Context: an optimization exercise on an open-source flow, tuned for small area. The choices shown serve that exercise and are no tape-out recipe. Only simulation tests tie the RTL to the original design; equivalence was not proved. Power and IR drop assume default switching activity.

--- design.v ---
module NEO (Enable, Load, clk, rst, Full, Data_out, Data_in, write_en);
  input Enable, Load, clk, Full, rst;
  input signed [15:0] Data_in;
  output signed [31:0] Data_out;
  output write_en;
  reg state;
  wire start = state & ~Full;
  assign write_en = start & Load;
  always @(posedge clk or posedge rst)
    if (rst) state <= 1'b0;
    else if (state) state <= ~Full;
    else state <= Enable;
  reg signed [15:0] PP, Prev, Current, Ahead;
  wire [31:0] psi;
  always @(posedge clk)
    if (rst) begin
      PP <= 0; Prev <= 0; Current <= 0; Ahead <= 0;
    end else if (start) begin
      PP <= Prev; Prev <= Current; Current <= Ahead; Ahead <= Data_in;
    end
  assign Data_out = psi;
  wire n0 = Prev[1] & ~Prev[0];
  wire n1 = Prev[2] ^ Prev[1];
  wire n2 = (Prev[3] & ~Prev[2] & ~Prev[1]) | (~Prev[3] & Prev[2] & Prev[1]);
  wire n3 = ~(~Prev[3] & (Prev[2] | Prev[1]));
  wire n4 = ~(Prev[0] ^ n3);
  wire n5 = ~(Prev[1] ^ n3);
  wire n6 = ~n3;
  wire n7 = Prev[4] ^ Prev[3];
  wire n8 = (Prev[5] & ~Prev[4] & ~Prev[3]) | (~Prev[5] & Prev[4] & Prev[3]);
  wire n9 = ~(~Prev[5] & (Prev[4] | Prev[3]));
  wire n10 = ~(Prev[0] ^ n9);
  wire n11 = ~(Prev[1] ^ n9);
  wire n12 = ~(Prev[2] ^ n9);
  wire n13 = ~(Prev[3] ^ n9);
  wire n14 = ~n9;
  wire n15 = Prev[6] ^ Prev[5];
  wire n16 = (Prev[7] & ~Prev[6] & ~Prev[5]) | (~Prev[7] & Prev[6] & Prev[5]);
  wire n17 = ~(~Prev[7] & (Prev[6] | Prev[5]));
  wire n18 = ~(Prev[0] ^ n17);
  wire n19 = ~(Prev[1] ^ n17);
  wire n20 = ~(Prev[2] ^ n17);
  wire n21 = ~(Prev[3] ^ n17);
  wire n22 = ~(Prev[4] ^ n17);
  wire n23 = ~(Prev[5] ^ n17);
  wire n24 = ~n17;
  wire n25 = Prev[8] ^ Prev[7];
  wire n26 = (Prev[9] & ~Prev[8] & ~Prev[7]) | (~Prev[9] & Prev[8] & Prev[7]);
  wire n27 = ~(~Prev[9] & (Prev[8] | Prev[7]));
  wire n28 = ~(Prev[0] ^ n27);
  wire n29 = ~(Prev[1] ^ n27);
  wire n30 = ~(Prev[2] ^ n27);
  wire n31 = ~(Prev[3] ^ n27);
  wire n32 = ~(Prev[4] ^ n27);
  wire n33 = ~(Prev[5] ^ n27);
  wire n34 = ~(Prev[6] ^ n27);
  wire n35 = ~(Prev[7] ^ n27);
  wire n36 = ~n27;
  wire n37 = Prev[10] ^ Prev[9];
  wire n38 = (Prev[11] & ~Prev[10] & ~Prev[9]) | (~Prev[11] & Prev[10] & Prev[9]);
  wire n39 = ~(~Prev[11] & (Prev[10] | Prev[9]));
  wire n40 = ~(Prev[0] ^ n39);
  wire n41 = ~(Prev[1] ^ n39);
  wire n42 = ~(Prev[2] ^ n39);
  wire n43 = ~(Prev[3] ^ n39);
  wire n44 = ~(Prev[4] ^ n39);
  wire n45 = ~(Prev[5] ^ n39);
  wire n46 = ~(Prev[6] ^ n39);
  wire n47 = ~(Prev[7] ^ n39);
  wire n48 = ~(Prev[8] ^ n39);
  wire n49 = ~(Prev[9] ^ n39);
  wire n50 = ~n39;
  wire n51 = Prev[12] ^ Prev[11];
  wire n52 = (Prev[13] & ~Prev[12] & ~Prev[11]) | (~Prev[13] & Prev[12] & Prev[11]);
  wire n53 = ~(~Prev[13] & (Prev[12] | Prev[11]));
  wire n54 = ~(Prev[0] ^ n53);
  wire n55 = ~(Prev[1] ^ n53);
  wire n56 = ~(Prev[2] ^ n53);
  wire n57 = ~(Prev[3] ^ n53);
  wire n58 = ~(Prev[4] ^ n53);
  wire n59 = ~(Prev[5] ^ n53);
  wire n60 = ~(Prev[6] ^ n53);
  wire n61 = ~(Prev[7] ^ n53);
  wire n62 = ~(Prev[8] ^ n53);
  wire n63 = ~(Prev[9] ^ n53);
  wire n64 = ~(Prev[10] ^ n53);
  wire n65 = ~(Prev[11] ^ n53);
  wire n66 = ~n53;
  wire n67 = Prev[14] ^ Prev[13];
  wire n68 = (Prev[15] & ~Prev[14] & ~Prev[13]) | (~Prev[15] & Prev[14] & Prev[13]);
  wire n69 = ~(~Prev[15] & (Prev[14] | Prev[13]));
  wire n70 = ~(Prev[0] ^ n69);
  wire n71 = ~(Prev[1] ^ n69);
  wire n72 = ~(Prev[2] ^ n69);
  wire n73 = ~(Prev[3] ^ n69);
  wire n74 = ~(Prev[4] ^ n69);
  wire n75 = ~(Prev[5] ^ n69);
  wire n76 = ~(Prev[6] ^ n69);
  wire n77 = ~(Prev[7] ^ n69);
  wire n78 = ~(Prev[8] ^ n69);
  wire n79 = ~(Prev[9] ^ n69);
  wire n80 = ~(Prev[10] ^ n69);
  wire n81 = ~(Prev[11] ^ n69);
  wire n82 = ~(Prev[12] ^ n69);
  wire n83 = ~(Prev[13] ^ n69);
  wire n84 = ~n69;
  wire n85 = Current[0] ^ 1'b0;
  wire n86 = (Current[1] & ~Current[0] & ~1'b0) | (~Current[1] & Current[0] & 1'b0);
  wire n87 = ~(Current[1] & ~(Current[0] & 1'b0));
  wire n88 = ~(PP[0] ^ n87);
  wire n89 = ~(PP[1] ^ n87);
  wire n90 = ~(PP[2] ^ n87);
  wire n91 = ~(PP[3] ^ n87);
  wire n92 = ~(PP[4] ^ n87);
  wire n93 = ~(PP[5] ^ n87);
  wire n94 = ~(PP[6] ^ n87);
  wire n95 = ~(PP[7] ^ n87);
  wire n96 = ~(PP[8] ^ n87);
  wire n97 = ~(PP[9] ^ n87);
  wire n98 = ~(PP[10] ^ n87);
  wire n99 = ~(PP[11] ^ n87);
  wire n100 = ~(PP[12] ^ n87);
  wire n101 = ~(PP[13] ^ n87);
  wire n102 = ~(PP[14] ^ n87);
  wire n103 = ~(PP[15] ^ n87);
  wire n104 = ~n87;
  wire n105 = Current[2] ^ Current[1];
  wire n106 = (Current[3] & ~Current[2] & ~Current[1]) | (~Current[3] & Current[2] & Current[1]);
  wire n107 = ~(Current[3] & ~(Current[2] & Current[1]));
  wire n108 = ~(PP[0] ^ n107);
  wire n109 = ~(PP[1] ^ n107);
  wire n110 = ~(PP[2] ^ n107);
  wire n111 = ~(PP[3] ^ n107);
  wire n112 = ~(PP[4] ^ n107);
  wire n113 = ~(PP[5] ^ n107);
  wire n114 = ~(PP[6] ^ n107);
  wire n115 = ~(PP[7] ^ n107);
  wire n116 = ~(PP[8] ^ n107);
  wire n117 = ~(PP[9] ^ n107);
  wire n118 = ~(PP[10] ^ n107);
  wire n119 = ~(PP[11] ^ n107);
  wire n120 = ~(PP[12] ^ n107);
  wire n121 = ~(PP[13] ^ n107);
  wire n122 = ~(PP[14] ^ n107);
  wire n123 = ~(PP[15] ^ n107);
  wire n124 = ~n107;
  wire n125 = Current[4] ^ Current[3];
  wire n126 = (Current[5] & ~Current[4] & ~Current[3]) | (~Current[5] & Current[4] & Current[3]);
  wire n127 = ~(Current[5] & ~(Current[4] & Current[3]));
  wire n128 = ~(PP[0] ^ n127);
  wire n129 = ~(PP[1] ^ n127);
  wire n130 = ~(PP[2] ^ n127);
  wire n131 = ~(PP[3] ^ n127);
  wire n132 = ~(PP[4] ^ n127);
  wire n133 = ~(PP[5] ^ n127);
  wire n134 = ~(PP[6] ^ n127);
  wire n135 = ~(PP[7] ^ n127);
  wire n136 = ~(PP[8] ^ n127);
  wire n137 = ~(PP[9] ^ n127);
  wire n138 = ~(PP[10] ^ n127);
  wire n139 = ~(PP[11] ^ n127);
  wire n140 = ~(PP[12] ^ n127);
  wire n141 = ~(PP[13] ^ n127);
  wire n142 = ~(PP[14] ^ n127);
  wire n143 = ~(PP[15] ^ n127);
  wire n144 = ~n127;
  wire n145 = Current[6] ^ Current[5];
  wire n146 = (Current[7] & ~Current[6] & ~Current[5]) | (~Current[7] & Current[6] & Current[5]);
  wire n147 = ~(Current[7] & ~(Current[6] & Current[5]));
  wire n148 = ~(PP[0] ^ n147);
  wire n149 = ~(PP[1] ^ n147);
  wire n150 = ~(PP[2] ^ n147);
  wire n151 = ~(PP[3] ^ n147);
  wire n152 = ~(PP[4] ^ n147);
  wire n153 = ~(PP[5] ^ n147);
  wire n154 = ~(PP[6] ^ n147);
  wire n155 = ~(PP[7] ^ n147);
  wire n156 = ~(PP[8] ^ n147);
  wire n157 = ~(PP[9] ^ n147);
  wire n158 = ~(PP[10] ^ n147);
  wire n159 = ~(PP[11] ^ n147);
  wire n160 = ~(PP[12] ^ n147);
  wire n161 = ~(PP[13] ^ n147);
  wire n162 = ~(PP[14] ^ n147);
  wire n163 = ~(PP[15] ^ n147);
  wire n164 = ~n147;
  wire n165 = Current[8] ^ Current[7];
  wire n166 = (Current[9] & ~Current[8] & ~Current[7]) | (~Current[9] & Current[8] & Current[7]);
  wire n167 = ~(Current[9] & ~(Current[8] & Current[7]));
  wire n168 = ~(PP[0] ^ n167);
  wire n169 = ~(PP[1] ^ n167);
  wire n170 = ~(PP[2] ^ n167);
  wire n171 = ~(PP[3] ^ n167);
  wire n172 = ~(PP[4] ^ n167);
  wire n173 = ~(PP[5] ^ n167);
  wire n174 = ~(PP[6] ^ n167);
  wire n175 = ~(PP[7] ^ n167);
  wire n176 = ~(PP[8] ^ n167);
  wire n177 = ~(PP[9] ^ n167);
  wire n178 = ~(PP[10] ^ n167);
  wire n179 = ~(PP[11] ^ n167);
  wire n180 = ~(PP[12] ^ n167);
  wire n181 = ~(PP[13] ^ n167);
  wire n182 = ~(PP[14] ^ n167);
  wire n183 = ~(PP[15] ^ n167);
  wire n184 = ~n167;
  wire n185 = Current[10] ^ Current[9];
  wire n186 = (Current[11] & ~Current[10] & ~Current[9]) | (~Current[11] & Current[10] & Current[9]);
  wire n187 = ~(Current[11] & ~(Current[10] & Current[9]));
  wire n188 = ~(PP[0] ^ n187);
  wire n189 = ~(PP[1] ^ n187);
  wire n190 = ~(PP[2] ^ n187);
  wire n191 = ~(PP[3] ^ n187);
  wire n192 = ~(PP[4] ^ n187);
  wire n193 = ~(PP[5] ^ n187);
  wire n194 = ~(PP[6] ^ n187);
  wire n195 = ~(PP[7] ^ n187);
  wire n196 = ~(PP[8] ^ n187);
  wire n197 = ~(PP[9] ^ n187);
  wire n198 = ~(PP[10] ^ n187);
  wire n199 = ~(PP[11] ^ n187);
  wire n200 = ~(PP[12] ^ n187);
  wire n201 = ~(PP[13] ^ n187);
  wire n202 = ~(PP[14] ^ n187);
  wire n203 = ~(PP[15] ^ n187);
  wire n204 = ~n187;
  wire n205 = Current[12] ^ Current[11];
  wire n206 = (Current[13] & ~Current[12] & ~Current[11]) | (~Current[13] & Current[12] & Current[11]);
  wire n207 = ~(Current[13] & ~(Current[12] & Current[11]));
  wire n208 = ~(PP[0] ^ n207);
  wire n209 = ~(PP[1] ^ n207);
  wire n210 = ~(PP[2] ^ n207);
  wire n211 = ~(PP[3] ^ n207);
  wire n212 = ~(PP[4] ^ n207);
  wire n213 = ~(PP[5] ^ n207);
  wire n214 = ~(PP[6] ^ n207);
  wire n215 = ~(PP[7] ^ n207);
  wire n216 = ~(PP[8] ^ n207);
  wire n217 = ~(PP[9] ^ n207);
  wire n218 = ~(PP[10] ^ n207);
  wire n219 = ~(PP[11] ^ n207);
  wire n220 = ~(PP[12] ^ n207);
  wire n221 = ~(PP[13] ^ n207);
  wire n222 = ~(PP[14] ^ n207);
  wire n223 = ~(PP[15] ^ n207);
  wire n224 = ~n207;
  wire n225 = Current[14] ^ Current[13];
  wire n226 = (Current[15] & ~Current[14] & ~Current[13]) | (~Current[15] & Current[14] & Current[13]);
  wire n227 = ~(Current[15] & ~(Current[14] & Current[13]));
  wire n228 = ~(PP[0] ^ n227);
  wire n229 = ~(PP[1] ^ n227);
  wire n230 = ~(PP[2] ^ n227);
  wire n231 = ~(PP[3] ^ n227);
  wire n232 = ~(PP[4] ^ n227);
  wire n233 = ~(PP[5] ^ n227);
  wire n234 = ~(PP[6] ^ n227);
  wire n235 = ~(PP[7] ^ n227);
  wire n236 = ~(PP[8] ^ n227);
  wire n237 = ~(PP[9] ^ n227);
  wire n238 = ~(PP[10] ^ n227);
  wire n239 = ~(PP[11] ^ n227);
  wire n240 = ~(PP[12] ^ n227);
  wire n241 = ~(PP[13] ^ n227);
  wire n242 = ~(PP[14] ^ n227);
  wire n243 = ~(PP[15] ^ n227);
  wire n244 = ~n227;
  wire n245 = ~n16;
  wire n246;
  XNOR2 un246 (.a(n69), .b(~((n25 & n34) | (n26 & n33))), .y(n246));
  wire n247 = n69 | ~((n25 & n34) | (n26 & n33));
  wire n248 = n25 ^ ~((n25 & n35) | (n26 & n34));
  wire n249 = n25 & ~((n25 & n35) | (n26 & n34));
  wire n250 = ~n7;
  wire n251 = n27 ^ ((n7 | n8) & n13);
  wire n252 = n27 & ((n7 | n8) & n13);
  wire n253;
  XNOR2 un253 (.a(n8), .b(n187), .y(n253));
  wire n254 = n8 | n187;
  wire n255 = ~((n15 & n21) | (n16 & n20)) ^ ~((n25 & n29) | (n26 & n28));
  wire n256 = ~((n15 & n21) | (n16 & n20)) & ~((n25 & n29) | (n26 & n28));
  wire n257;
  XNOR2 un257 (.a(n39), .b(~((n15 & n22) | (n16 & n21))), .y(n257));
  wire n258 = n39 | ~((n15 & n22) | (n16 & n21));
  wire n259, n260;
  FA un259 (.a(~((n25 & n30) | (n26 & n29))), .b(~((n37 & n40) | (n38 & n50))), .c(~((n85 & n99) | (n86 & n98))), .s(n259), .co(n260));
  wire n261;
  XNOR2 un261 (.a(n15), .b(n207), .y(n261));
  wire n262 = n15 | n207;
  wire n263, n264;
  FA un263 (.a(~((n15 & n23) | (n16 & n22))), .b(~((n25 & n31) | (n26 & n30))), .c(~((n37 & n41) | (n38 & n40))), .s(n263), .co(n264));
  wire n265, n266;
  FA un265 (.a(~((n85 & n100) | (n86 & n99))), .b(~((n105 & n118) | (n106 & n117))), .c(~((n125 & n136) | (n126 & n135))), .s(n265), .co(n266));
  wire n267, n268;
  FA un267 (.a(n53), .b(((n15 | n16) & n23)), .c(~((n25 & n32) | (n26 & n31))), .s(n267), .co(n268));
  wire n269, n270;
  FA un269 (.a(~((n37 & n42) | (n38 & n41))), .b(~((n51 & n54) | (n52 & n66))), .c(~((n85 & n101) | (n86 & n100))), .s(n269), .co(n270));
  wire n271, n272;
  FA un271 (.a(~((n105 & n119) | (n106 & n118))), .b(~((n125 & n137) | (n126 & n136))), .c(~((n145 & n155) | (n146 & n154))), .s(n271), .co(n272));
  wire n273, n274;
  FA un273 (.a(n227), .b(n245), .c(~((n25 & n33) | (n26 & n32))), .s(n273), .co(n274));
  wire n275, n276;
  FA un275 (.a(~((n37 & n43) | (n38 & n42))), .b(~((n51 & n55) | (n52 & n54))), .c(~((n85 & n102) | (n86 & n101))), .s(n275), .co(n276));
  wire n277, n278;
  FA un277 (.a(~((n105 & n120) | (n106 & n119))), .b(~((n125 & n138) | (n126 & n137))), .c(~((n145 & n156) | (n146 & n155))), .s(n277), .co(n278));
  wire n279 = ~((n165 & n174) | (n166 & n173)) ^ ~((n185 & n192) | (n186 & n191));
  wire n280 = ~((n165 & n174) | (n166 & n173)) & ~((n185 & n192) | (n186 & n191));
  wire n281, n282;
  FA un281 (.a(n16), .b(~((n37 & n44) | (n38 & n43))), .c(~((n51 & n56) | (n52 & n55))), .s(n281), .co(n282));
  wire n283, n284;
  FA un283 (.a(~((n67 & n70) | (n68 & n84))), .b(~((n85 & n103) | (n86 & n102))), .c(~((n105 & n121) | (n106 & n120))), .s(n283), .co(n284));
  wire n285, n286;
  FA un285 (.a(~((n125 & n139) | (n126 & n138))), .b(~((n145 & n157) | (n146 & n156))), .c(~((n165 & n175) | (n166 & n174))), .s(n285), .co(n286));
  wire n287, n288;
  FA un287 (.a(~((n185 & n193) | (n186 & n192))), .b(~((n205 & n211) | (n206 & n210))), .c(~((n225 & n229) | (n226 & n228))), .s(n287), .co(n288));
  wire n289, n290;
  FA un289 (.a(~((n37 & n45) | (n38 & n44))), .b(~((n51 & n57) | (n52 & n56))), .c(~((n67 & n71) | (n68 & n70))), .s(n289), .co(n290));
  wire n291, n292;
  FA un291 (.a(((n85 & n103) | (n86 & n103))), .b(~((n105 & n122) | (n106 & n121))), .c(~((n125 & n140) | (n126 & n139))), .s(n291), .co(n292));
  wire n293, n294;
  FA un293 (.a(~((n145 & n158) | (n146 & n157))), .b(~((n165 & n176) | (n166 & n175))), .c(~((n185 & n194) | (n186 & n193))), .s(n293), .co(n294));
  wire n295, n296;
  FA un295 (.a(~((n205 & n212) | (n206 & n211))), .b(~((n225 & n230) | (n226 & n229))), .c(n248), .s(n295), .co(n296));
  wire n297, n298;
  FA un297 (.a(((n25 | n26) & n35)), .b(~((n37 & n46) | (n38 & n45))), .c(~((n51 & n58) | (n52 & n57))), .s(n297), .co(n298));
  wire n299, n300;
  FA un299 (.a(~((n67 & n72) | (n68 & n71))), .b(~((n105 & n123) | (n106 & n122))), .c(~((n125 & n141) | (n126 & n140))), .s(n299), .co(n300));
  wire n301, n302;
  FA un301 (.a(~((n145 & n159) | (n146 & n158))), .b(~((n165 & n177) | (n166 & n176))), .c(~((n185 & n195) | (n186 & n194))), .s(n301), .co(n302));
  wire n303 = ~((n205 & n213) | (n206 & n212)) ^ ~((n225 & n231) | (n226 & n230));
  wire n304 = ~((n205 & n213) | (n206 & n212)) & ~((n225 & n231) | (n226 & n230));
  wire n305, n306;
  FA un305 (.a(n26), .b(~((n37 & n47) | (n38 & n46))), .c(~((n51 & n59) | (n52 & n58))), .s(n305), .co(n306));
  wire n307, n308;
  FA un307 (.a(~((n67 & n73) | (n68 & n72))), .b(((n105 & n123) | (n106 & n123))), .c(~((n125 & n142) | (n126 & n141))), .s(n307), .co(n308));
  wire n309, n310;
  FA un309 (.a(~((n145 & n160) | (n146 & n159))), .b(~((n165 & n178) | (n166 & n177))), .c(~((n185 & n196) | (n186 & n195))), .s(n309), .co(n310));
  wire n311;
  XNOR2 un311 (.a(~((n37 & n48) | (n38 & n47))), .b(~((n51 & n60) | (n52 & n59))), .y(n311));
  wire n312 = ~((n37 & n48) | (n38 & n47)) | ~((n51 & n60) | (n52 & n59));
  wire n313, n314;
  FA un313 (.a(~((n67 & n74) | (n68 & n73))), .b(~((n125 & n143) | (n126 & n142))), .c(~((n145 & n161) | (n146 & n160))), .s(n313), .co(n314));
  wire n315, n316;
  FA un315 (.a(n37), .b(~((n37 & n49) | (n38 & n48))), .c(~((n51 & n61) | (n52 & n60))), .s(n315), .co(n316));
  wire n317 = ~((n67 & n75) | (n68 & n74)) ^ ((n125 & n143) | (n126 & n143));
  wire n318 = ~((n67 & n75) | (n68 & n74)) & ((n125 & n143) | (n126 & n143));
  wire n319 = ((n37 | n38) & n49) ^ ~((n51 & n62) | (n52 & n61));
  wire n320 = ((n37 | n38) & n49) & ~((n51 & n62) | (n52 & n61));
  wire n321 = ~n9;
  wire n322;
  XNOR2 un322 (.a(n2), .b(n147), .y(n322));
  wire n323 = n2 | n147;
  wire n324 = ~((n7 & n11) | (n8 & n10)) ^ ~((n85 & n94) | (n86 & n93));
  wire n325 = ~((n7 & n11) | (n8 & n10)) & ~((n85 & n94) | (n86 & n93));
  wire n326;
  XNOR2 un326 (.a(n17), .b(~((n7 & n12) | (n8 & n11))), .y(n326));
  wire n327 = n17 | ~((n7 & n12) | (n8 & n11));
  wire n328, n329;
  FA un328 (.a(~((n15 & n18) | (n16 & n24))), .b(~((n85 & n95) | (n86 & n94))), .c(~((n105 & n113) | (n106 & n112))), .s(n328), .co(n329));
  wire n330, n331;
  FA un330 (.a(n167), .b(n250), .c(~((n7 & n13) | (n8 & n12))), .s(n330), .co(n331));
  wire n332, n333;
  FA un332 (.a(~((n15 & n19) | (n16 & n18))), .b(~((n85 & n96) | (n86 & n95))), .c(~((n105 & n114) | (n106 & n113))), .s(n332), .co(n333));
  wire n334 = ~((n125 & n132) | (n126 & n131)) ^ ~((n145 & n150) | (n146 & n149));
  wire n335 = ~((n125 & n132) | (n126 & n131)) & ~((n145 & n150) | (n146 & n149));
  wire n336, n337;
  FA un336 (.a(n7), .b(~((n15 & n20) | (n16 & n19))), .c(~((n25 & n28) | (n26 & n36))), .s(n336), .co(n337));
  wire n338, n339;
  FA un338 (.a(~((n85 & n97) | (n86 & n96))), .b(~((n105 & n115) | (n106 & n114))), .c(~((n125 & n133) | (n126 & n132))), .s(n338), .co(n339));
  wire n340, n341;
  FA un340 (.a(~((n145 & n151) | (n146 & n150))), .b(~((n165 & n169) | (n166 & n168))), .c(n251), .s(n340), .co(n341));
  wire n342, n343;
  FA un342 (.a(~((n85 & n98) | (n86 & n97))), .b(~((n105 & n116) | (n106 & n115))), .c(~((n125 & n134) | (n126 & n133))), .s(n342), .co(n343));
  wire n344, n345;
  FA un344 (.a(~((n145 & n152) | (n146 & n151))), .b(~((n165 & n170) | (n166 & n169))), .c(~((n185 & n188) | (n186 & n204))), .s(n344), .co(n345));
  wire n346, n347;
  FA un346 (.a(n253), .b(n252), .c(n255), .s(n346), .co(n347));
  wire n348, n349;
  FA un348 (.a(~((n105 & n117) | (n106 & n116))), .b(~((n125 & n135) | (n126 & n134))), .c(~((n145 & n153) | (n146 & n152))), .s(n348), .co(n349));
  wire n350, n351;
  FA un350 (.a(~((n165 & n171) | (n166 & n170))), .b(~((n185 & n189) | (n186 & n188))), .c(n254), .s(n350), .co(n351));
  wire n352, n353;
  FA un352 (.a(n256), .b(n257), .c(n259), .s(n352), .co(n353));
  wire n354, n355;
  FA un354 (.a(~((n145 & n154) | (n146 & n153))), .b(~((n165 & n172) | (n166 & n171))), .c(~((n185 & n190) | (n186 & n189))), .s(n354), .co(n355));
  wire n356, n357;
  FA un356 (.a(~((n205 & n208) | (n206 & n224))), .b(n261), .c(n258), .s(n356), .co(n357));
  wire n358, n359;
  FA un358 (.a(n260), .b(n263), .c(n265), .s(n358), .co(n359));
  wire n360, n361;
  FA un360 (.a(~((n165 & n173) | (n166 & n172))), .b(~((n185 & n191) | (n186 & n190))), .c(~((n205 & n209) | (n206 & n208))), .s(n360), .co(n361));
  wire n362, n363;
  FA un362 (.a(n262), .b(n264), .c(n266), .s(n362), .co(n363));
  wire n364, n365;
  FA un364 (.a(n267), .b(n269), .c(n271), .s(n364), .co(n365));
  wire n366, n367;
  FA un366 (.a(~((n205 & n210) | (n206 & n209))), .b(~((n225 & n228) | (n226 & n244))), .c(n279), .s(n366), .co(n367));
  wire n368, n369;
  FA un368 (.a(n268), .b(n270), .c(n272), .s(n368), .co(n369));
  wire n370, n371;
  FA un370 (.a(n273), .b(n275), .c(n277), .s(n370), .co(n371));
  wire n372, n373;
  FA un372 (.a(n280), .b(n274), .c(n276), .s(n372), .co(n373));
  wire n374, n375;
  FA un374 (.a(n278), .b(n246), .c(n281), .s(n374), .co(n375));
  wire n376, n377;
  FA un376 (.a(n283), .b(n285), .c(n287), .s(n376), .co(n377));
  wire n378, n379;
  FA un378 (.a(n247), .b(n282), .c(n284), .s(n378), .co(n379));
  wire n380, n381;
  FA un380 (.a(n286), .b(n288), .c(n289), .s(n380), .co(n381));
  wire n382, n383;
  FA un382 (.a(n291), .b(n293), .c(n295), .s(n382), .co(n383));
  wire n384, n385;
  FA un384 (.a(n249), .b(n303), .c(n290), .s(n384), .co(n385));
  wire n386, n387;
  FA un386 (.a(n292), .b(n294), .c(n297), .s(n386), .co(n387));
  wire n388, n389;
  FA un388 (.a(n299), .b(n301), .c(n296), .s(n388), .co(n389));
  wire n390, n391;
  FA un390 (.a(~((n205 & n214) | (n206 & n213))), .b(~((n225 & n232) | (n226 & n231))), .c(n304), .s(n390), .co(n391));
  wire n392, n393;
  FA un392 (.a(n298), .b(n300), .c(n302), .s(n392), .co(n393));
  wire n394, n395;
  FA un394 (.a(n305), .b(n307), .c(n309), .s(n394), .co(n395));
  wire n396, n397;
  FA un396 (.a(~((n165 & n179) | (n166 & n178))), .b(~((n185 & n197) | (n186 & n196))), .c(~((n205 & n215) | (n206 & n214))), .s(n396), .co(n397));
  wire n398, n399;
  FA un398 (.a(~((n225 & n233) | (n226 & n232))), .b(n306), .c(n308), .s(n398), .co(n399));
  wire n400, n401;
  FA un400 (.a(n310), .b(n311), .c(n313), .s(n400), .co(n401));
  wire n402, n403;
  FA un402 (.a(~((n145 & n162) | (n146 & n161))), .b(~((n165 & n180) | (n166 & n179))), .c(~((n185 & n198) | (n186 & n197))), .s(n402), .co(n403));
  wire n404, n405;
  FA un404 (.a(~((n205 & n216) | (n206 & n215))), .b(~((n225 & n234) | (n226 & n233))), .c(n317), .s(n404), .co(n405));
  wire n406, n407;
  FA un406 (.a(n312), .b(n314), .c(n315), .s(n406), .co(n407));
  wire n408, n409;
  FA un408 (.a(~((n67 & n76) | (n68 & n75))), .b(~((n145 & n163) | (n146 & n162))), .c(~((n165 & n181) | (n166 & n180))), .s(n408), .co(n409));
  wire n410, n411;
  FA un410 (.a(~((n185 & n199) | (n186 & n198))), .b(~((n205 & n217) | (n206 & n216))), .c(~((n225 & n235) | (n226 & n234))), .s(n410), .co(n411));
  wire n412, n413;
  FA un412 (.a(n318), .b(n319), .c(n316), .s(n412), .co(n413));
  wire n414, n415;
  FA un414 (.a(n38), .b(~((n51 & n63) | (n52 & n62))), .c(~((n67 & n77) | (n68 & n76))), .s(n414), .co(n415));
  wire n416, n417;
  FA un416 (.a(((n145 & n163) | (n146 & n163))), .b(~((n165 & n182) | (n166 & n181))), .c(~((n185 & n200) | (n186 & n199))), .s(n416), .co(n417));
  wire n418, n419;
  FA un418 (.a(~((n205 & n218) | (n206 & n217))), .b(~((n225 & n236) | (n226 & n235))), .c(n320), .s(n418), .co(n419));
  wire n420;
  XNOR2 un420 (.a(~((n51 & n64) | (n52 & n63))), .b(~((n67 & n78) | (n68 & n77))), .y(n420));
  wire n421 = ~((n51 & n64) | (n52 & n63)) | ~((n67 & n78) | (n68 & n77));
  wire n422, n423;
  FA un422 (.a(~((n165 & n183) | (n166 & n182))), .b(~((n185 & n201) | (n186 & n200))), .c(~((n205 & n219) | (n206 & n218))), .s(n422), .co(n423));
  wire n424, n425;
  FA un424 (.a(n51), .b(~((n51 & n65) | (n52 & n64))), .c(~((n67 & n79) | (n68 & n78))), .s(n424), .co(n425));
  wire n426 = ((n165 & n183) | (n166 & n183)) ^ ~((n185 & n202) | (n186 & n201));
  wire n427 = ((n165 & n183) | (n166 & n183)) & ~((n185 & n202) | (n186 & n201));
  wire n428 = ((n51 | n52) & n65) ^ ~((n67 & n80) | (n68 & n79));
  wire n429 = ((n51 | n52) & n65) & ~((n67 & n80) | (n68 & n79));
  wire n430, n431;
  FA un430 (.a(n1), .b(n127), .c(~((n1 & n5) | (n2 & n4))), .s(n430), .co(n431));
  wire n432, n433;
  FA un432 (.a(n321), .b(((n1 | n2) & n5)), .c(~((n7 & n10) | (n8 & n14))), .s(n432), .co(n433));
  wire n434 = ~((n85 & n93) | (n86 & n92)) ^ ~((n105 & n111) | (n106 & n110));
  wire n435 = ~((n85 & n93) | (n86 & n92)) & ~((n105 & n111) | (n106 & n110));
  wire n436, n437;
  FA un436 (.a(n9), .b(~((n105 & n112) | (n106 & n111))), .c(~((n125 & n130) | (n126 & n129))), .s(n436), .co(n437));
  wire n438, n439;
  FA un438 (.a(~((n145 & n148) | (n146 & n164))), .b(n322), .c(n324), .s(n438), .co(n439));
  wire n440, n441;
  FA un440 (.a(~((n125 & n131) | (n126 & n130))), .b(~((n145 & n149) | (n146 & n148))), .c(n323), .s(n440), .co(n441));
  wire n442, n443;
  FA un442 (.a(n325), .b(n326), .c(n328), .s(n442), .co(n443));
  wire n444, n445;
  FA un444 (.a(~((n165 & n168) | (n166 & n184))), .b(n334), .c(n327), .s(n444), .co(n445));
  wire n446, n447;
  FA un446 (.a(n329), .b(n330), .c(n332), .s(n446), .co(n447));
  wire n448, n449;
  FA un448 (.a(n335), .b(n331), .c(n333), .s(n448), .co(n449));
  wire n450, n451;
  FA un450 (.a(n336), .b(n338), .c(n340), .s(n450), .co(n451));
  wire n452, n453;
  FA un452 (.a(n337), .b(n339), .c(n342), .s(n452), .co(n453));
  wire n454, n455;
  FA un454 (.a(n344), .b(n341), .c(n346), .s(n454), .co(n455));
  wire n456, n457;
  FA un456 (.a(n343), .b(n345), .c(n348), .s(n456), .co(n457));
  wire n458, n459;
  FA un458 (.a(n350), .b(n347), .c(n352), .s(n458), .co(n459));
  wire n460, n461;
  FA un460 (.a(n349), .b(n351), .c(n354), .s(n460), .co(n461));
  wire n462, n463;
  FA un462 (.a(n353), .b(n356), .c(n358), .s(n462), .co(n463));
  wire n464, n465;
  FA un464 (.a(n355), .b(n360), .c(n357), .s(n464), .co(n465));
  wire n466, n467;
  FA un466 (.a(n359), .b(n362), .c(n364), .s(n466), .co(n467));
  wire n468, n469;
  FA un468 (.a(n361), .b(n366), .c(n363), .s(n468), .co(n469));
  wire n470, n471;
  FA un470 (.a(n365), .b(n368), .c(n370), .s(n470), .co(n471));
  wire n472, n473;
  FA un472 (.a(n367), .b(n369), .c(n371), .s(n472), .co(n473));
  wire n474, n475;
  FA un474 (.a(n372), .b(n374), .c(n376), .s(n474), .co(n475));
  wire n476, n477;
  FA un476 (.a(n373), .b(n375), .c(n377), .s(n476), .co(n477));
  wire n478, n479;
  FA un478 (.a(n378), .b(n380), .c(n382), .s(n478), .co(n479));
  wire n480, n481;
  FA un480 (.a(n379), .b(n381), .c(n384), .s(n480), .co(n481));
  wire n482, n483;
  FA un482 (.a(n386), .b(n388), .c(n383), .s(n482), .co(n483));
  wire n484, n485;
  FA un484 (.a(n390), .b(n385), .c(n387), .s(n484), .co(n485));
  wire n486, n487;
  FA un486 (.a(n392), .b(n394), .c(n389), .s(n486), .co(n487));
  wire n488, n489;
  FA un488 (.a(n396), .b(n391), .c(n393), .s(n488), .co(n489));
  wire n490, n491;
  FA un490 (.a(n395), .b(n398), .c(n400), .s(n490), .co(n491));
  wire n492, n493;
  FA un492 (.a(n397), .b(n402), .c(n404), .s(n492), .co(n493));
  wire n494, n495;
  FA un494 (.a(n399), .b(n401), .c(n406), .s(n494), .co(n495));
  wire n496, n497;
  FA un496 (.a(n403), .b(n408), .c(n410), .s(n496), .co(n497));
  wire n498, n499;
  FA un498 (.a(n405), .b(n407), .c(n412), .s(n498), .co(n499));
  wire n500, n501;
  FA un500 (.a(n409), .b(n411), .c(n414), .s(n500), .co(n501));
  wire n502, n503;
  FA un502 (.a(n416), .b(n418), .c(n413), .s(n502), .co(n503));
  wire n504, n505;
  FA un504 (.a(~((n225 & n237) | (n226 & n236))), .b(n415), .c(n417), .s(n504), .co(n505));
  wire n506, n507;
  FA un506 (.a(n420), .b(n422), .c(n419), .s(n506), .co(n507));
  wire n508, n509;
  FA un508 (.a(~((n205 & n220) | (n206 & n219))), .b(~((n225 & n238) | (n226 & n237))), .c(n426), .s(n508), .co(n509));
  wire n510, n511;
  FA un510 (.a(n421), .b(n423), .c(n424), .s(n510), .co(n511));
  wire n512, n513;
  FA un512 (.a(~((n185 & n203) | (n186 & n202))), .b(~((n205 & n221) | (n206 & n220))), .c(~((n225 & n239) | (n226 & n238))), .s(n512), .co(n513));
  wire n514, n515;
  FA un514 (.a(n427), .b(n428), .c(n425), .s(n514), .co(n515));
  wire n516, n517;
  FA un516 (.a(n52), .b(~((n67 & n81) | (n68 & n80))), .c(((n185 & n203) | (n186 & n203))), .s(n516), .co(n517));
  wire n518, n519;
  FA un518 (.a(~((n205 & n222) | (n206 & n221))), .b(~((n225 & n240) | (n226 & n239))), .c(n429), .s(n518), .co(n519));
  wire n520;
  XNOR2 un520 (.a(~((n67 & n82) | (n68 & n81))), .b(~((n205 & n223) | (n206 & n222))), .y(n520));
  wire n521 = ~((n67 & n82) | (n68 & n81)) | ~((n205 & n223) | (n206 & n222));
  wire n522 = n67 ^ ~((n67 & n83) | (n68 & n82));
  wire n523 = n67 & ~((n67 & n83) | (n68 & n82));
  wire n524 = n0 ^ n107;
  wire n525 = n0 & n107;
  wire n526, n527;
  FA un526 (.a(n3), .b(~((n1 & n4) | (n2 & n6))), .c(~((n85 & n91) | (n86 & n90))), .s(n526), .co(n527));
  wire n528, n529;
  FA un528 (.a(~((n85 & n92) | (n86 & n91))), .b(~((n105 & n110) | (n106 & n109))), .c(~((n125 & n128) | (n126 & n144))), .s(n528), .co(n529));
  wire n530, n531;
  FA un530 (.a(~((n125 & n129) | (n126 & n128))), .b(n434), .c(n431), .s(n530), .co(n531));
  wire n532, n533;
  FA un532 (.a(n435), .b(n433), .c(n436), .s(n532), .co(n533));
  wire n534, n535;
  FA un534 (.a(n437), .b(n440), .c(n439), .s(n534), .co(n535));
  wire n536, n537;
  FA un536 (.a(n441), .b(n443), .c(n444), .s(n536), .co(n537));
  wire n538, n539;
  FA un538 (.a(n445), .b(n447), .c(n448), .s(n538), .co(n539));
  wire n540, n541;
  FA un540 (.a(n449), .b(n452), .c(n451), .s(n540), .co(n541));
  wire n542, n543;
  FA un542 (.a(n453), .b(n456), .c(n455), .s(n542), .co(n543));
  wire n544, n545;
  FA un544 (.a(n457), .b(n460), .c(n459), .s(n544), .co(n545));
  wire n546, n547;
  FA un546 (.a(n461), .b(n464), .c(n463), .s(n546), .co(n547));
  wire n548, n549;
  FA un548 (.a(n465), .b(n468), .c(n467), .s(n548), .co(n549));
  wire n550, n551;
  FA un550 (.a(n469), .b(n472), .c(n471), .s(n550), .co(n551));
  wire n552, n553;
  FA un552 (.a(n473), .b(n476), .c(n475), .s(n552), .co(n553));
  wire n554, n555;
  FA un554 (.a(n477), .b(n480), .c(n479), .s(n554), .co(n555));
  wire n556, n557;
  FA un556 (.a(n481), .b(n484), .c(n486), .s(n556), .co(n557));
  wire n558, n559;
  FA un558 (.a(n485), .b(n488), .c(n490), .s(n558), .co(n559));
  wire n560, n561;
  FA un560 (.a(n492), .b(n489), .c(n491), .s(n560), .co(n561));
  wire n562, n563;
  FA un562 (.a(n496), .b(n493), .c(n498), .s(n562), .co(n563));
  wire n564, n565;
  FA un564 (.a(n497), .b(n500), .c(n502), .s(n564), .co(n565));
  wire n566, n567;
  FA un566 (.a(n501), .b(n504), .c(n506), .s(n566), .co(n567));
  wire n568, n569;
  FA un568 (.a(n508), .b(n505), .c(n510), .s(n568), .co(n569));
  wire n570, n571;
  FA un570 (.a(n512), .b(n509), .c(n511), .s(n570), .co(n571));
  wire n572, n573;
  FA un572 (.a(n513), .b(n516), .c(n518), .s(n572), .co(n573));
  wire n574, n575;
  FA un574 (.a(~((n225 & n241) | (n226 & n240))), .b(n517), .c(n520), .s(n574), .co(n575));
  wire n576, n577;
  FA un576 (.a(((n205 & n223) | (n206 & n223))), .b(~((n225 & n242) | (n226 & n241))), .c(n522), .s(n576), .co(n577));
  wire n578 = ((n67 | n68) & n83) ^ ~((n225 & n243) | (n226 & n242));
  wire n579 = ((n67 | n68) & n83) & ~((n225 & n243) | (n226 & n242));
  wire n580 = Prev[0] ^ n87;
  wire n581 = Prev[0] & n87;
  wire n582 = n524 ^ ~((n85 & n90) | (n86 & n89));
  wire n583 = n524 & ~((n85 & n90) | (n86 & n89));
  wire n584, n585;
  FA un584 (.a(n525), .b(~((n105 & n109) | (n106 & n108))), .c(n526), .s(n584), .co(n585));
  wire n586, n587;
  FA un586 (.a(n527), .b(n430), .c(n528), .s(n586), .co(n587));
  wire n588, n589;
  FA un588 (.a(n529), .b(n432), .c(n530), .s(n588), .co(n589));
  wire n590, n591;
  FA un590 (.a(n438), .b(n531), .c(n532), .s(n590), .co(n591));
  wire n592, n593;
  FA un592 (.a(n533), .b(n442), .c(n534), .s(n592), .co(n593));
  wire n594, n595;
  FA un594 (.a(n446), .b(n535), .c(n536), .s(n594), .co(n595));
  wire n596, n597;
  FA un596 (.a(n450), .b(n537), .c(n538), .s(n596), .co(n597));
  wire n598, n599;
  FA un598 (.a(n454), .b(n539), .c(n540), .s(n598), .co(n599));
  wire n600, n601;
  FA un600 (.a(n458), .b(n541), .c(n542), .s(n600), .co(n601));
  wire n602, n603;
  FA un602 (.a(n462), .b(n543), .c(n544), .s(n602), .co(n603));
  wire n604, n605;
  FA un604 (.a(n466), .b(n545), .c(n546), .s(n604), .co(n605));
  wire n606, n607;
  FA un606 (.a(n470), .b(n547), .c(n548), .s(n606), .co(n607));
  wire n608, n609;
  FA un608 (.a(n474), .b(n549), .c(n550), .s(n608), .co(n609));
  wire n610, n611;
  FA un610 (.a(n478), .b(n551), .c(n552), .s(n610), .co(n611));
  wire n612, n613;
  FA un612 (.a(n482), .b(n553), .c(n554), .s(n612), .co(n613));
  wire n614, n615;
  FA un614 (.a(n483), .b(n555), .c(n556), .s(n614), .co(n615));
  wire n616, n617;
  FA un616 (.a(n487), .b(n558), .c(n557), .s(n616), .co(n617));
  wire n618, n619;
  FA un618 (.a(n494), .b(n559), .c(n560), .s(n618), .co(n619));
  wire n620, n621;
  FA un620 (.a(n495), .b(n561), .c(n562), .s(n620), .co(n621));
  wire n622, n623;
  FA un622 (.a(n499), .b(n564), .c(n563), .s(n622), .co(n623));
  wire n624, n625;
  FA un624 (.a(n503), .b(n566), .c(n565), .s(n624), .co(n625));
  wire n626, n627;
  FA un626 (.a(n507), .b(n568), .c(n567), .s(n626), .co(n627));
  wire n628, n629;
  FA un628 (.a(n514), .b(n570), .c(n569), .s(n628), .co(n629));
  wire n630, n631;
  FA un630 (.a(n515), .b(n572), .c(n571), .s(n630), .co(n631));
  wire n632, n633;
  FA un632 (.a(n519), .b(n574), .c(n573), .s(n632), .co(n633));
  wire n634, n635;
  FA un634 (.a(n521), .b(n576), .c(n575), .s(n634), .co(n635));
  wire n636, n637;
  FA un636 (.a(n523), .b(n578), .c(n577), .s(n636), .co(n637));
  wire n638, n639;
  FA un638 (.a(n68), .b(((n225 & n243) | (n226 & n243))), .c(n579), .s(n638), .co(n639));
  wire n640 = ~((n85 & n88) | (n86 & n104)) ^ n580;
  wire n641 = ~((n85 & n88) | (n86 & n104)) & n580;
  wire n642, n643;
  FA un642 (.a(~((n85 & n89) | (n86 & n88))), .b(n581), .c(n641), .s(n642), .co(n643));
  wire n644, n645;
  FA un644 (.a(~((n105 & n108) | (n106 & n124))), .b(n582), .c(n643), .s(n644), .co(n645));
  wire n646, n647;
  FA un646 (.a(n584), .b(n583), .c(n645), .s(n646), .co(n647));
  wire n648, n649;
  FA un648 (.a(n586), .b(n585), .c(n647), .s(n648), .co(n649));
  wire n650, n651;
  FA un650 (.a(n588), .b(n587), .c(n649), .s(n650), .co(n651));
  wire n652, n653;
  FA un652 (.a(n590), .b(n589), .c(n651), .s(n652), .co(n653));
  wire n654, n655;
  FA un654 (.a(n592), .b(n591), .c(n653), .s(n654), .co(n655));
  wire [23:0] fa0 = {1'b1, n638, n636, n634, n632, n630, n628, n626, n624, n622, n620, n618, n616, n614, n612, n610, n608, n606, n604, n602, n600, n598, n596, n594};
  wire [23:0] fa1 = {n639, n637, n635, n633, n631, n629, n627, n625, n623, n621, n619, n617, n615, n613, n611, n609, n607, n605, n603, n601, n599, n597, n595, n593};
  wire [23:0] g0 = fa0 & fa1;
  wire [23:0] p0 = fa0 ^ fa1;
  wire n656 = g0[0] | (p0[0] & n655);
  wire n657 = g0[1] | (p0[1] & n656);
  wire n658 = p0[1] & p0[0];
  wire n659 = g0[3] | (p0[3] & g0[2]);
  wire n660 = p0[3] & p0[2];
  wire n661 = g0[5] | (p0[5] & g0[4]);
  wire n662 = p0[5] & p0[4];
  wire n663 = g0[7] | (p0[7] & g0[6]);
  wire n664 = p0[7] & p0[6];
  wire n665 = g0[9] | (p0[9] & g0[8]);
  wire n666 = p0[9] & p0[8];
  wire n667 = g0[11] | (p0[11] & g0[10]);
  wire n668 = p0[11] & p0[10];
  wire n669 = g0[13] | (p0[13] & g0[12]);
  wire n670 = p0[13] & p0[12];
  wire n671 = g0[15] | (p0[15] & g0[14]);
  wire n672 = p0[15] & p0[14];
  wire n673 = g0[17] | (p0[17] & g0[16]);
  wire n674 = p0[17] & p0[16];
  wire n675 = g0[19] | (p0[19] & g0[18]);
  wire n676 = p0[19] & p0[18];
  wire n677 = g0[21] | (p0[21] & g0[20]);
  wire n678 = p0[21] & p0[20];
  wire n679 = g0[23] | (p0[23] & g0[22]);
  wire n680 = p0[23] & p0[22];
  wire n681 = n659 | (n660 & n657);
  wire n682 = n660 & n658;
  wire n683 = n663 | (n664 & n661);
  wire n684 = n664 & n662;
  wire n685 = n667 | (n668 & n665);
  wire n686 = n668 & n666;
  wire n687 = n671 | (n672 & n669);
  wire n688 = n672 & n670;
  wire n689 = n675 | (n676 & n673);
  wire n690 = n676 & n674;
  wire n691 = n679 | (n680 & n677);
  wire n692 = n680 & n678;
  wire n693 = n683 | (n684 & n681);
  wire n694 = n684 & n682;
  wire n695 = n687 | (n688 & n685);
  wire n696 = n688 & n686;
  wire n697 = n691 | (n692 & n689);
  wire n698 = n692 & n690;
  wire n699 = n695 | (n696 & n693);
  wire n700 = n696 & n694;
  wire n701 = n697 | (n698 & n699);
  wire n702 = n698 & n700;
  wire n703 = n685 | (n686 & n693);
  wire n704 = n686 & n694;
  wire n705 = n689 | (n690 & n699);
  wire n706 = n690 & n700;
  wire n707 = n661 | (n662 & n681);
  wire n708 = n662 & n682;
  wire n709 = n665 | (n666 & n693);
  wire n710 = n666 & n694;
  wire n711 = n669 | (n670 & n703);
  wire n712 = n670 & n704;
  wire n713 = n673 | (n674 & n699);
  wire n714 = n674 & n700;
  wire n715 = n677 | (n678 & n705);
  wire n716 = n678 & n706;
  wire n717 = g0[2] | (p0[2] & n657);
  wire n718 = p0[2] & n658;
  wire n719 = g0[4] | (p0[4] & n681);
  wire n720 = p0[4] & n682;
  wire n721 = g0[6] | (p0[6] & n707);
  wire n722 = p0[6] & n708;
  wire n723 = g0[8] | (p0[8] & n693);
  wire n724 = p0[8] & n694;
  wire n725 = g0[10] | (p0[10] & n709);
  wire n726 = p0[10] & n710;
  wire n727 = g0[12] | (p0[12] & n703);
  wire n728 = p0[12] & n704;
  wire n729 = g0[14] | (p0[14] & n711);
  wire n730 = p0[14] & n712;
  wire n731 = g0[16] | (p0[16] & n699);
  wire n732 = p0[16] & n700;
  wire n733 = g0[18] | (p0[18] & n713);
  wire n734 = p0[18] & n714;
  wire n735 = g0[20] | (p0[20] & n705);
  wire n736 = p0[20] & n706;
  wire n737 = g0[22] | (p0[22] & n715);
  wire n738 = p0[22] & n716;
  wire n739 = p0[0] ^ n655;
  wire n740 = p0[1] ^ n656;
  wire n741 = p0[2] ^ n657;
  wire n742 = p0[3] ^ n717;
  wire n743 = p0[4] ^ n681;
  wire n744 = p0[5] ^ n719;
  wire n745 = p0[6] ^ n707;
  wire n746 = p0[7] ^ n721;
  wire n747 = p0[8] ^ n693;
  wire n748 = p0[9] ^ n723;
  wire n749 = p0[10] ^ n709;
  wire n750 = p0[11] ^ n725;
  wire n751 = p0[12] ^ n703;
  wire n752 = p0[13] ^ n727;
  wire n753 = p0[14] ^ n711;
  wire n754 = p0[15] ^ n729;
  wire n755 = p0[16] ^ n699;
  wire n756 = p0[17] ^ n731;
  wire n757 = p0[18] ^ n713;
  wire n758 = p0[19] ^ n733;
  wire n759 = p0[20] ^ n705;
  wire n760 = p0[21] ^ n735;
  wire n761 = p0[22] ^ n715;
  wire n762 = p0[23] ^ n737;
  wire [23:0] fsum = {n762, n761, n760, n759, n758, n757, n756, n755, n754, n753, n752, n751, n750, n749, n748, n747, n746, n745, n744, n743, n742, n741, n740, n739};
  assign psi = {fsum, n654, n652, n650, n648, n646, n644, n642, n640};
endmodule
module FA (a, b, c, s, co);
  input a, b, c;
  output s, co;
  assign s = a ^ b ^ c;
  assign co = (a & b) | (a & c) | (b & c);
endmodule
module XNOR2 (a, b, y);
  input a, b;
  output y;
  assign y = ~(a ^ b);
endmodule
--- config.mk ---
export PLATFORM = sky130hd
export DESIGN_NAME = NEO
export DESIGN_NICKNAME = NEO
export VERILOG_FILES = /design/flow/design.v
export SDC_FILE = /design/flow/constraint.sdc
export NUM_CORES = 4
export LEC_CHECK = 0
export CAP_MARGIN = 20
export CORE_MARGIN = 2
export CORE_UTILIZATION = 40
export SLEW_MARGIN = 20
export SYNTH_HIERARCHICAL = 1
--- flow/run.sh ---
#!/bin/bash
# Own layout flow: the standard ORFS flow (standard.sh, unchanged
# synthesis), with these changes to the layout steps:
#  - port buffers use the smallest buffer cell (every port still gets one);
#  - ABC's buffers are removed at floorplan and global placement is not
#    timing driven (no gain-based rebuffering; timing repair still runs);
#  - clock tree built from small clock buffers, without dummy loads.
# Each step's output goes to its own log here; ORFS's own logs are under orfs/logs.
set -euo pipefail
export BUFFER_PORTS_ARGS="-buffer_cell sky130_fd_sc_hd__buf_1"
export REMOVE_ABC_BUFFERS=1
export GPL_TIMING_DRIVEN=0
export SKIP_INCREMENTAL_REPAIR=1
export SKIP_CTS_REPAIR_TIMING=1
export CTS_ARGS="-sink_clustering_enable -repair_clock_nets -dont_use_dummy_load -buf_list sky130_fd_sc_hd__clkbuf_4 -root_buf sky130_fd_sc_hd__clkbuf_8"
bash standard.sh synth > synth.log 2>&1
bash standard.sh finish > layout.log 2>&1
--- standard.sh ---
#!/bin/bash
# synth_recipe.tcl (not shown) runs the flow's synth.tcl, then flattens the netlist and writes it again
# the make line also repeats each setting of config.mk as NAME=value (left out here)
make -C /OpenROAD-flow-scripts/flow DESIGN_CONFIG=/design/flow/config.mk WORK_HOME=/design/flow/orfs CLKGATE_MAP_FILE= SYNTH_SCRIPT=/design/flow/synth_recipe.tcl "${@:-finish}"
--- constraint.sdc ---
create_clock -name core_clock -period 9.0 [get_ports {clk}]
set_input_delay 1.8000 -clock core_clock [delete_from_list [all_inputs] [get_ports {clk}]]
set_output_delay 1.8000 -clock core_clock [all_outputs]
set_load 0.01 [all_outputs]
==> results.toml, run 1 <==
[outcome]
status = "failed layout checks"
so_faults = "setup timing"

[yosys]
synth.avg_cell_area_um2 = 9.17
netlist-cell-type-count = 49
yosysTopAreaCellShare_pct = 32.4
ys_top_cells_by_area = "fa_1 32%, dfxtp_1 11%, xnor2_1 10%, a22oi_1 8.6%, ha_1 5.5%"
synth_edf_count = 0
netlist_area_mm2 = 0.0117
ys_seq_area_share_pct = 11.1
synth-async-reset-ratio_pct = 1.54
yosys_warnings = 7
syn_inst = 1280
synth_seq_cells = 65
yosysTopAreaCell = "fa_1"
synth_flop_cell = "dfxtp_1"

[setup_path]
worstSetupPathType = "reg2out"
r2r_setup_slack_ns = 7.35
critPathMaxFanout = 22
cp.arrival_ns = 7.92
reg2reg_depth = 4
cp-start-kind = "flop"
reg2reg_from = "state$_DFF_PP0_"
worstPathRequired_ns = 7.20
rr_endpoint = "Prev[1]$_SDFFE_PP0P_"
critPathCaptureType = "primary output"

[die]
io_pins = 54
start_util_pct = 40.8
fp-row-count = 62
dieArea_mm2 = 0.0307
die_h_um = 175
die-width_um = 175
coreArea_mm2 = 0.0288

[final_layout]
final_nets = 1474
insertedDiodeCount = 0
fill_cells = 2874
multiInputGateArea_mm2 = 0.00939
drive_gt1_share_pct = 2.65
final_util_pct = 41.1
areaGrowthSynthToFinish_pct = 0.715
fin_cells = 1593
postLayoutCellArea_mm2 = 0.0118
regArea_mm2 = 0.00131

[clock_network]
clk_latency_ns = 0.34
numCtsBuffers = 9
cts.sinks = 65
cts_tree = "built"
clockBufferDepth = 2
htreeDepth = 3
root_buffer = "clkbuf_8"
clk_pin_slew_ns = 0.07

[power]
p_per_area_mw_per_mm2 = 78.5
p_total_mw = 0.927
peakVddDrop_mv = 0.108
power.switching_mw = 0.370
p_comb_share_pct = 47.4
power_frac_seq_pct = 32.7
internal-power_mw = 0.557
clock_power_share_pct = 19.9
netSwitchingFraction_pct = 39.9
p_leak_nw = 3.73

[timing]
slew_violations = 0
worst_slew_pin_slew_ns = 1.21
relSlewSlack_pct = 19.1
setup-violations-final = 16
fin_crit_sh_pct = 108
setup_ws_ns = -0.719
skew_ns = 0.0199
fmax_ghz = 0.103
hold_viol_final = 0
tns_ns = -6.97
holdWs_ns = 0.454
post-route-min-period_ns = 9.72

[global_route]
grt_antenna_before_repair = 0
grt_use_total_pct = 19.2
grt_max_degree = 66
grt_pass1_wl_um = 46800
gr-total-overflow = 0
grt_pass1_vias = 8805

[route]
drcViolationCount = 0
wl_per_cell_um = 17.8
drt-initial-drc-count = 470
firstDrtPassIters = 5
wl_um = 28400
ant_nets = 0
via_per_inst = 5.41
num_vias = 8624

[place]
numPortBuffers = 53
pre_cts_slack_ns = -0.479
gp_congestion = 0.923
hpwl_um = 22800
place_area_mm2 = 0.0117
numPlacedInstances = 1584

[min_path]
hold_depth = 2
hold_end = "Current[7]$_SDFFE_PP0P_"
hp-class = "reg2reg"
min_from = "Ahead[7]$_SDFFE_PP0P_"

[flow_run]
drv_cap = 0
## placed cells by master, fill, tap and decap left out, types with 4 or more instances in the layout
master	Yosys	final
inv_1	66	66
a21oi_1	109	109
nand2b_1	15	13
o21ai_0	14	14
nor2b_1	5	4
and3_1	7	7
o21a_1	12	12
nor3_1	8	8
xor2_1	69	69
dfxtp_1	64	64
a22oi_1	135	135
fa_1	190	190
xnor2_1	135	135
nor2_1	39	39
ha_1	52	52
nand2_1	158	158
buf_1	12	52
a21boi_0	5	5
a2bb2oi_1	6	6
o21ai_2	5	5
clkbuf_8	0	9
o22a_1	10	10
nand3_1	5	5
## Yosys cell counts (3+ instances only)
library cell	number
o21ai_0	14
clkbuf_1	32
a2bb2oi_1	6
inv_2	3
nor2_1	39
o21ai_2	5
o22a_1	10
a22oi_1	135
buf_6	4
fa_1	190
a21boi_0	5
a21oi_1	109
clkinv_1	3
nor2_4	3
o211ai_1	3
buf_1	12
nand3_1	5
ha_1	52
buf_4	47
buf_2	34
and3_1	7
nor3_1	8
clkbuf_2	5
nor2b_1	5
nand2_1	158
xnor2_1	135
inv_1	66
dfxtp_1	64
o22ai_1	3
nand2b_1	15
xor2_1	69
o21a_1	12
## per-module statistics from Yosys, one instance, submodules excluded
module,flip-flops and latches,times used
NEO,65,1
FA,0,177
XNOR2,0,9
## state kept, by name, indices dropped and copies added (netlist names)
name	cells
PP	16
state	1
Current	16
Prev	16
Ahead	16
## cell type report
cell class	count	share of cell area, %
clock buffer	9	1.05
tap	384	4.07
sequential	65	11.1
multi-input combinational	1007	79.5
inverter	73	2.33
timing repair buffer	55	2.03
## layer usage
layer | vias to the layer above | GRT usage, % | part of all wire, %
met4 | 0 | 5.35 | 2.5
met3 | 48 | 2.47 | 4.5
met1 | 4275 | 25.5 | 45
met2 | 207 | 32.8 | 48
met5 | - | 0 | 0
li1 | 4094 | - | -
## power groups by stage
stage	clock network [mW]	registers [mW]	logic, mW
floorplan	0	0.307	0.316
global placement	0	0.309	0.449
detailed placement	0	0.310	0.453
CTS	0.194	0.304	0.455
global route	0.204	0.305	0.505
finish	0.184	0.304	0.440
## logic make-up after synthesis
family                   synth area share, %
AND/OR/NAND/NOR                         9.19
adder cells (fa/ha/maj)                 38.0
AO/OA/AOI/OAI                           17.5
buffers and inverters                   8.98
flip-flops                              11.1
XOR/XNOR                                15.2
## worst max path at each step
| stage | from | endpoint | slack (ns) |
|---|---|---|---|
| 3_5_place_dp | Current[1]$_SDFFE_PP0P_ | Data_out[31] | -0.48 |
| 2_1_floorplan | Current[1]$_SDFFE_PP0P_ | Data_out[31] | 0.66 |
| 4_1_cts | Current[1]$_SDFFE_PP0P_ | Data_out[31] | -0.89 |
| 6_report | Current[1]$_SDFFE_PP0P_ | Data_out[27] | -0.72 |
| 5_1_grt | Current[1]$_SDFFE_PP0P_ | Data_out[31] | -1.35 |
| 3_3_place_gp | Current[1]$_SDFFE_PP0P_ | Data_out[27] | -0.48 |
## critical path, stage by stage, from the launching register on
cell and delay (ns):
dfxtp_1 1.01, ha_1 0.27, nand2b_1 0.81, ha_1 0.38
ha_1 0.31, fa_1 0.42, fa_1 0.40, fa_1 0.41
fa_1 0.41, fa_1 0.40, fa_1 0.37, inv_1 0.07
fa_1 0.18, fa_1 0.21, nand2b_1 0.15, a21o_1 0.19
a31oi_2 0.18, a311oi_2 0.43, a21boi_0 0.18, fa_1 0.41
xor2_1 0.18, buf_1 0.18
==> run 2, diff against run 1 <==
--- a/flow/run.sh
+++ b/flow/run.sh
@@ -12,5 +12,5 @@
 export GPL_TIMING_DRIVEN=0
 export SKIP_INCREMENTAL_REPAIR=1
-export SKIP_CTS_REPAIR_TIMING=1
+export SETUP_SLACK_MARGIN=0.1
 export CTS_ARGS="-sink_clustering_enable -repair_clock_nets -dont_use_dummy_load -buf_list sky130_fd_sc_hd__clkbuf_4 -root_buf sky130_fd_sc_hd__clkbuf_8"
 bash standard.sh synth > synth.log 2>&1
==> results.toml, run 2 <==
[clock_network]
clk_latency_ns = 0.34
postCtsResizedCells = 14
cts_hold_buf = 0
cts_setup_buffers = 1
htreeDepth = 3
clk_pin_slew_ns = 0.06
clockBufferDepth = 2
cts_tree = "built"
cts.sinks = 65
root_buffer = "clkbuf_8"
numCtsBuffers = 9

[global_route]
grt_use_total_pct = 19.2
grt_antenna_before_repair = 0
gr-total-overflow = 0
grt_max_degree = 66
grt_pass1_wl_um = 46900
grt_pass1_vias = 8812

[flow_run]
drv_cap = 0

[die]
fp-row-count = 62
coreArea_mm2 = 0.0288
die-width_um = 175
dieArea_mm2 = 0.0307
io_pins = 54
die_h_um = 175
start_util_pct = 40.8

[setup_path]
worstPathRequired_ns = 7.20
critPathCaptureType = "primary output"
reg2reg_depth = 4
cp-start-kind = "flop"
reg2reg_from = "state$_DFF_PP0_"
worstSetupPathType = "reg2out"
cp.arrival_ns = 6.99
rr_endpoint = "Prev[2]$_SDFFE_PP0P_"
critPathMaxFanout = 7
r2r_setup_slack_ns = 7.37

[timing]
skew_ns = 0.0201
fmax_ghz = 0.114
worst_slew_pin_slew_ns = 1.23
hold_viol_final = 0
slew_violations = 0
setup_ws_ns = 0.211
relSlewSlack_pct = 17.3
setup-violations-final = 0
post-route-min-period_ns = 8.79
fin_crit_sh_pct = 97.7
holdWs_ns = 0.451
tns_ns = 0

[route]
wl_um = 28400
ant_nets = 0
drcViolationCount = 0
drt-initial-drc-count = 511
wl_per_cell_um = 17.8
firstDrtPassIters = 5
num_vias = 8652
via_per_inst = 5.42

[yosys]
synth_seq_cells = 65
syn_inst = 1280
ys_top_cells_by_area = "fa_1 32%, dfxtp_1 11%, xnor2_1 10%, a22oi_1 8.6%, ha_1 5.5%"
synth_fa_ha_area_share_pct = 38.0
synth_top_family_by_area = "adder cells"
yosys_warnings = 7
yosysTopAreaCellShare_pct = 32.4
synth_commonest_cells = "190 x fa_1, 158 x nand2_1, 135 x a22oi_1, 135 x xnor2_1, 109 x a21oi_1"
yosysMostFrequentCell = "fa_1"
synth.avg_cell_area_um2 = 9.17
netlist-cell-type-count = 49
ys_seq_area_share_pct = 11.1
synthXorXnorAreaFrac_pct = 15.2
synthSimpleGateAreaFrac_pct = 9.19
yosysTopAreaCell = "fa_1"
netlist_area_mm2 = 0.0117
synthMuxAreaShare_pct = 0
synth_flop_cell = "dfxtp_1"
synth_compound_area_share_pct = 17.5
synth_edf_count = 0
synth-async-reset-ratio_pct = 1.54

[power]
peakVddDrop_mv = 0.107
p_leak_nw = 3.74
p_per_area_mw_per_mm2 = 79.2
p_total_mw = 0.940

[place]
place_area_mm2 = 0.0117
hpwl_um = 22800
gp_congestion = 0.923
numPortBuffers = 53
pre_cts_slack_ns = -0.479
numPlacedInstances = 1584

[final_layout]
areaGrowthSynthToFinish_pct = 1.15
fin_cells = 1595
final_nets = 1475
final_util_pct = 41.2
final_cell_mix = "190 x fa_1, 158 x nand2_1, 135 x xnor2_1, 135 x a22oi_1, 109 x a21oi_1"
drive_gt1_share_pct = 3.47
postLayoutCellArea_mm2 = 0.0119
fill_cells = 2867
layout_commonest_cell = "fa_1"

[min_path]
min_from = "Ahead[1]$_SDFFE_PP0P_"
hold_depth = 2
hp-class = "reg2reg"
hold_end = "Current[1]$_SDFFE_PP0P_"

[outcome]
status = "complete, no violations"
## run 2: cell types whose count changed in the layout (fill, tap and decap cells not counted), sizes merged
cell	before	now
diode	0	1
buf	55	56
## run 2: logic make-up (layout without fill, tap and decap cells)
family	Yosys count	in the layout
other	0	1
XOR/XNOR	204	204
adder cells (fa/ha/maj)	242	242
buffers and inverters	208	138
AND/OR/NAND/NOR	250	250
AO/OA/AOI/OAI	311	311
flip-flops	65	65
## run 2: worst max path at each step
stage | startpoint | to
after floorplan | Current[1]$_SDFFE_PP0P_ | Data_out[31]
after global placement | Current[1]$_SDFFE_PP0P_ | Data_out[27]
after detailed placement | Current[1]$_SDFFE_PP0P_ | Data_out[31]
after CTS | Prev[1]$_SDFFE_PP0P_ | Data_out[31]
after global routing | Prev[1]$_SDFFE_PP0P_ | Data_out[31]
final | Prev[1]$_SDFFE_PP0P_ | Data_out[31]
## run 2: Yosys stat by module, one instance, submodules excluded
module / cells inside / area [µm²] / times used
FA: 1 / 20.0 / 177
NEO: 1094 / 8110 / 1
XNOR2: 1 / 8.76 / 9
## run 2: where the power goes
| group | switching, mW | total (mW) | internal (mW) |
|---|---|---|---|
| registers | 0.00854 | 0.303 | 0.295 |
| logic | 0.271 | 0.452 | 0.181 |
| clock network | 0.0957 | 0.185 | 0.0888 |
## run 2: final cells by class
class	count	area [µm²]	share of cell area [%]
Timing Repair Buffer	56	248	2.09
Antenna cell	1	2.50	0.0211
Sequential cell	65	1310	11.1
Multi-Input combinational cell	1007	9420	79.4
Inverter	73	280	2.36
Clock buffer	9	124	1.04
Tap cell	384	480	4.05
## run 2: worst max-delay path: stages, from the launching register on
cell and delay (ns):
dfxtp_2 0.40, inv_2 0.14, ha_1 0.25, nor2_4 0.14
inv_1 0.09, and3_1 0.18, a21oi_1 0.17, fa_1 0.47
fa_1 0.47, fa_1 0.45, fa_1 0.41, fa_1 0.41
fa_1 0.40, fa_1 0.37, inv_1 0.07, fa_1 0.18
fa_1 0.21, nand2b_1 0.15, a21o_1 0.22, a31oi_4 0.16
a311oi_2 0.29, buf_4 0.17, o211ai_1 0.13, fa_1 0.40
xnor2_1 0.16, buf_1 0.16
## run 2: layer usage
metal | track usage, % | routed length (µm) | part of all wire [%] | up-vias
li1 | - | - | - | 4087
met2 | 32.8 | 13700 | 48 | 213
met1 | 25.6 | 12900 | 45 | 4310
met3 | 2.47 | 1240 | 4.4 | 42
met4 | 5.35 | 685 | 2.4 | 0
met5 | 0 | 0 | 0 | -

==> afterwards: timing with drivers on the ports <==
No port has a modelled driver above. Below, the same layouts with a new extraction and two added sets of constraints. Step 1, drivers: a clkbuf_16 drives clk and a buf_2 each remaining input, both assumed. Step 2 moves the port delays by t, midway between the first and last clock arrival at a register: inputs arrive t later, outputs are due t later. That takes back most of the time a late clock gives input paths. Slacks: no drivers / after step 1 / after step 2; pairs: no drivers / after step 1.
run | t, ns | setup slack, ns | worst data-port slew with drivers (ns)
run 1 | 0.367 | -0.719 / -0.753 / -0.385 | 0.03
run 2 | 0.369 | 0.211 / 0.178 / 0.547 | 0.03
